What follows belongs to an exercise in optimizing a design on an open flow for small area and a short achievable clock period; a production flow would make more cautious choices. RTL that was checked went through simulation tests only; none was proved equivalent to the original. Power figures rest on the tool's default switching activity, not on a simulated workload. No driver is modelled on the clock port, so clocking that relies on it looks cheaper here than on a real chip.

==> flow/design.v (excerpt) <==
module top(
    clk,
    rst_n,
    ifm0,
    ifm1,
    ifm2,
    ifm0_en,
    ifm1_en,
    ifm2_en,
    w0,
    w1,
    w2,
    w0_en,
    w1_en,
    w2_en,
    obf0_rd_en,
    obf1_rd_en,
    obf2_rd_en,
    obf0_empty,
    obf1_empty,
    obf2_empty,
    obf0_full,
    obf1_full,
    obf2_full,
    obf0_err,
    obf1_err,
    obf2_err,
    obf0_out,
    obf1_out,
    obf2_out
);
parameter DATA_WIDTH=8;
input clk,rst_n;
input ifm0_en,ifm1_en,ifm2_en;
input w0_en,w1_en,w2_en;
input [DATA_WIDTH-1:0] ifm0,ifm1,ifm2;
input [DATA_WIDTH-1:0] w0,w1,w2;
input obf0_rd_en,obf1_rd_en,obf2_rd_en;
output obf0_empty,obf1_empty,obf2_empty;
output obf0_full,obf1_full,obf2_full;
output obf0_err,obf1_err,obf2_err;
output [2*DATA_WIDTH-1:0] obf0_out,obf1_out,obf2_out;
localparam DW = DATA_WIDTH;
wire [2:0] fen [0:2];
wire [2:0] wen [0:2];
wire [DW-1:0] ifm_in [0:2];
wire [DW-1:0] w_in [0:2];
wire ifm_en_in [0:2];
wire w_en_in [0:2];
assign ifm_in[0] = ifm0; assign ifm_in[1] = ifm1; assign ifm_in[2] = ifm2;
assign w_in[0] = w0; assign w_in[1] = w1; assign w_in[2] = w2;
assign ifm_en_in[0] = ifm0_en; assign ifm_en_in[1] = ifm1_en; assign ifm_en_in[2] = ifm2_en;
assign w_en_in[0] = w0_en; assign w_en_in[1] = w1_en; assign w_en_in[2] = w2_en;
wire [3:0] fe [0:2];
wire [3:0] we [0:2];
  ...
Size: about 4,800 cells after synthesis, about 1,500 flip-flops, ~120 I/O pins, about 64,000 um^2 of cells after synthesis.
export LEC_CHECK = 0
export CAP_MARGIN = 20
export CORE_MARGIN = 2
export CORE_UTILIZATION = 40
export CTS_CLUSTER_DIAMETER = 100
export CTS_CLUSTER_SIZE = 30
export GPL_ROUTABILITY_DRIVEN = 0
export PLACE_DENSITY = 0.6
export SETUP_SLACK_MARGIN = 2.6
export SLEW_MARGIN = 20
create_clock -name core_clock -period 5.0 [get_ports {clk}]
standard.sh (not shown) runs the stock make flow with config.mk's settings and CLKGATE_MAP_FILE= SYNTH_SCRIPT=/design/flow/synth_recipe.tcl, a recipe that flattens the netlist after the stock synthesis.
==> flow/flow/run.sh <==
#!/bin/bash
# Layout flow: the standard flow (standard.sh), with two changes:
#  - the port buffers start as buf_2 (repair may still resize them),
#  - clock tree synthesis inserts no dummy loads.
# standard.sh's output goes to standard.log in the work folder; ORFS keeps
# each step's full log under orfs/logs/.
cp standard.sh standard_sh.txt
export BUFFER_PORTS_ARGS="-buffer_cell sky130_fd_sc_hd__buf_2"
export CTS_ARGS="-sink_clustering_enable -repair_clock_nets -sink_clustering_size 30 -sink_clustering_max_diameter 100 -dont_use_dummy_load"
bash standard.sh > standard.log 2>&1
==> next run, changes <==
--- a/flow/config.mk
+++ b/flow/config.mk
@@ -12,3 +12,2 @@
 export CTS_CLUSTER_SIZE = 30
-export GPL_ROUTABILITY_DRIVEN = 0
 export PLACE_DENSITY = 0.6
The changed run completed without violations.
Cell area stays the same.
Wire length is unchanged.
First-iteration DRC count does not change.
Power is unchanged.
Setup slack does not change.
==> next run, changes <==
--- a/flow/config.mk
+++ b/flow/config.mk
@@ -12,3 +12,3 @@
 export CTS_CLUSTER_SIZE = 30
-export PLACE_DENSITY = 0.6
+export PLACE_DENSITY = 0.65
 export SETUP_SLACK_MARGIN = 2.6
What happened: The changed run finished with timing, DRC and antenna clean; global-route usage falls by 0.22 points; die area is unchanged; first-iteration DRC count rises by 8.7%; setup slack gets worse by 27 ps; fmax falls by 1.2%; total power hardly moves; worst hold slack gets better by 120 ps; final area is about the same.
==> next run, changes <==
--- a/flow/config.mk
+++ b/flow/config.mk
@@ -12,4 +12,4 @@
 export CTS_CLUSTER_SIZE = 30
-export PLACE_DENSITY = 0.65
-export SETUP_SLACK_MARGIN = 2.6
+export PLACE_DENSITY = 0.6
+export SETUP_SLACK_MARGIN = 2.8
 export SLEW_MARGIN = 20
Die area does not change.
Worst setup slack improved by 18 ps.
Clock power rises slightly.
Wire length rises by a few percent.
Flip-flop and latch count is unchanged.
Power rises slightly.
Final cell count rises by a few percent.
Via count rises by a few percent.

---

Setup of wip/sierra:
top, a different RTL version from the one above (not shown whole).
Size in the first run: ~1500 flip-flops, ~120 I/O pins, ~0.065 mm2 of cells after synthesis.
make LEC_CHECK=0 CAP_MARGIN=20 CORE_MARGIN=2 CORE_UTILIZATION=55 CTS_CLUSTER_DIAMETER=100 CTS_CLUSTER_SIZE=30 PLACE_DENSITY=0.75 SETUP_SLACK_MARGIN=2.8 SLEW_MARGIN=20 finish   # period 5.0 ns
run.sh (not shown) runs the stock make flow with config.mk's settings and CLKGATE_MAP_FILE= SYNTH_SCRIPT=/design/flow/synth_recipe.tcl, a recipe that flattens the netlist after the stock synthesis.
Stock flow here: none of the scripts above is used.
Per the final summary, wip/sierra finished and its layout is clean on timing, DRC and antenna.
## Diff of input files: wip/ember against wip/sierra
- swapping 0.75 for 0.6 in PLACE_DENSITY
- swapping 55 for 40 in CORE_UTILIZATION
==> flow/flow/run.sh (new file) <==
#!/bin/bash
# Layout flow: the standard flow (standard.sh), with two changes:
#  - the port buffers start as buf_2 (repair may still resize them),
#  - clock tree synthesis inserts no dummy loads.
# standard.sh's output goes to standard.log in the work folder; ORFS keeps
# each step's full log under orfs/logs/.
cp standard.sh standard_sh.txt
export BUFFER_PORTS_ARGS="-buffer_cell sky130_fd_sc_hd__buf_2"
export CTS_ARGS="-sink_clustering_enable -repair_clock_nets -sink_clustering_size 30 -sink_clustering_max_diameter 100 -dont_use_dummy_load"
bash standard.sh > standard.log 2>&1
==> flow/standard.sh (new file) <==
#!/bin/bash
# synth_recipe.tcl (not shown) runs the flow's synth.tcl, then flattens the netlist and writes it again
# the make line also repeats each setting of config.mk as NAME=value (left out here)
make -C /OpenROAD-flow-scripts/flow DESIGN_CONFIG=/design/flow/config.mk WORK_HOME=/design/flow/orfs CLKGATE_MAP_FILE= SYNTH_SCRIPT=/design/flow/synth_recipe.tcl "${@:-finish}"
removed: flow/run.sh
Notes after the runs:
wip/ember ended with every stage complete and zero timing, DRC or antenna violations.
Of wip/ember and wip/sierra, wip/ember shows the lower power, with wip/sierra above it.
Number of global-route vias before repair: wip/ember < wip/sierra
Share of the core filled with cells in the final layout is higher on wip/sierra
No functional check of the RTL was part of any run of this note.

## static timing again, ports no longer ideal
Ports are ideal in the flow. The routed layouts listed here were re-timed in OpenROAD.
Step 1 sets driving cells, clkbuf_16 on the clock port and buf_2 on the other inputs (assumed; they add their load-dependent delay and slew).
Step 2 adds t to the input delays and takes it off the output delays; t is the mean of the earliest and latest rising clock arrival at the registers after step 1. Input paths then give back, and output paths get back, about the clock's delay inside the block.
Three values: ideal, step 1, step 2; two values: the first two.
| run | t (ns) | setup WS [ns] | slew at the worst register clock pin (ns) | cell pins on the clock port's net |
|---|---|---|---|---|
| the first run of note 1 | 0.758 | 2.669 / 2.594 / 2.470 | 0.12 / 0.12 | 1 |
| the second run of note 1 | 0.758 | 2.669 / 2.594 / 2.470 | 0.12 / 0.12 | 1 |
| the third run of note 1 | 0.754 | 2.641 / 2.577 / 2.438 | 0.12 / 0.12 | 1 |
| the fourth run of note 1 | 0.762 | 2.660 / 2.585 / 2.554 | 0.12 / 0.12 | 1 |
| wip/sierra | 0.795 | 2.587 / 2.513 / 2.220 | 0.12 / 0.12 | 1 |
| wip/ember | 0.773 | 2.592 / 2.513 / 2.600 | 0.12 / 0.12 | 1 |
After both steps every run listed still meets setup and hold. For wip/sierra, which loses most, drivers alone change the setup slack by -0.074 ns; drivers and shift together by -0.367 ns.
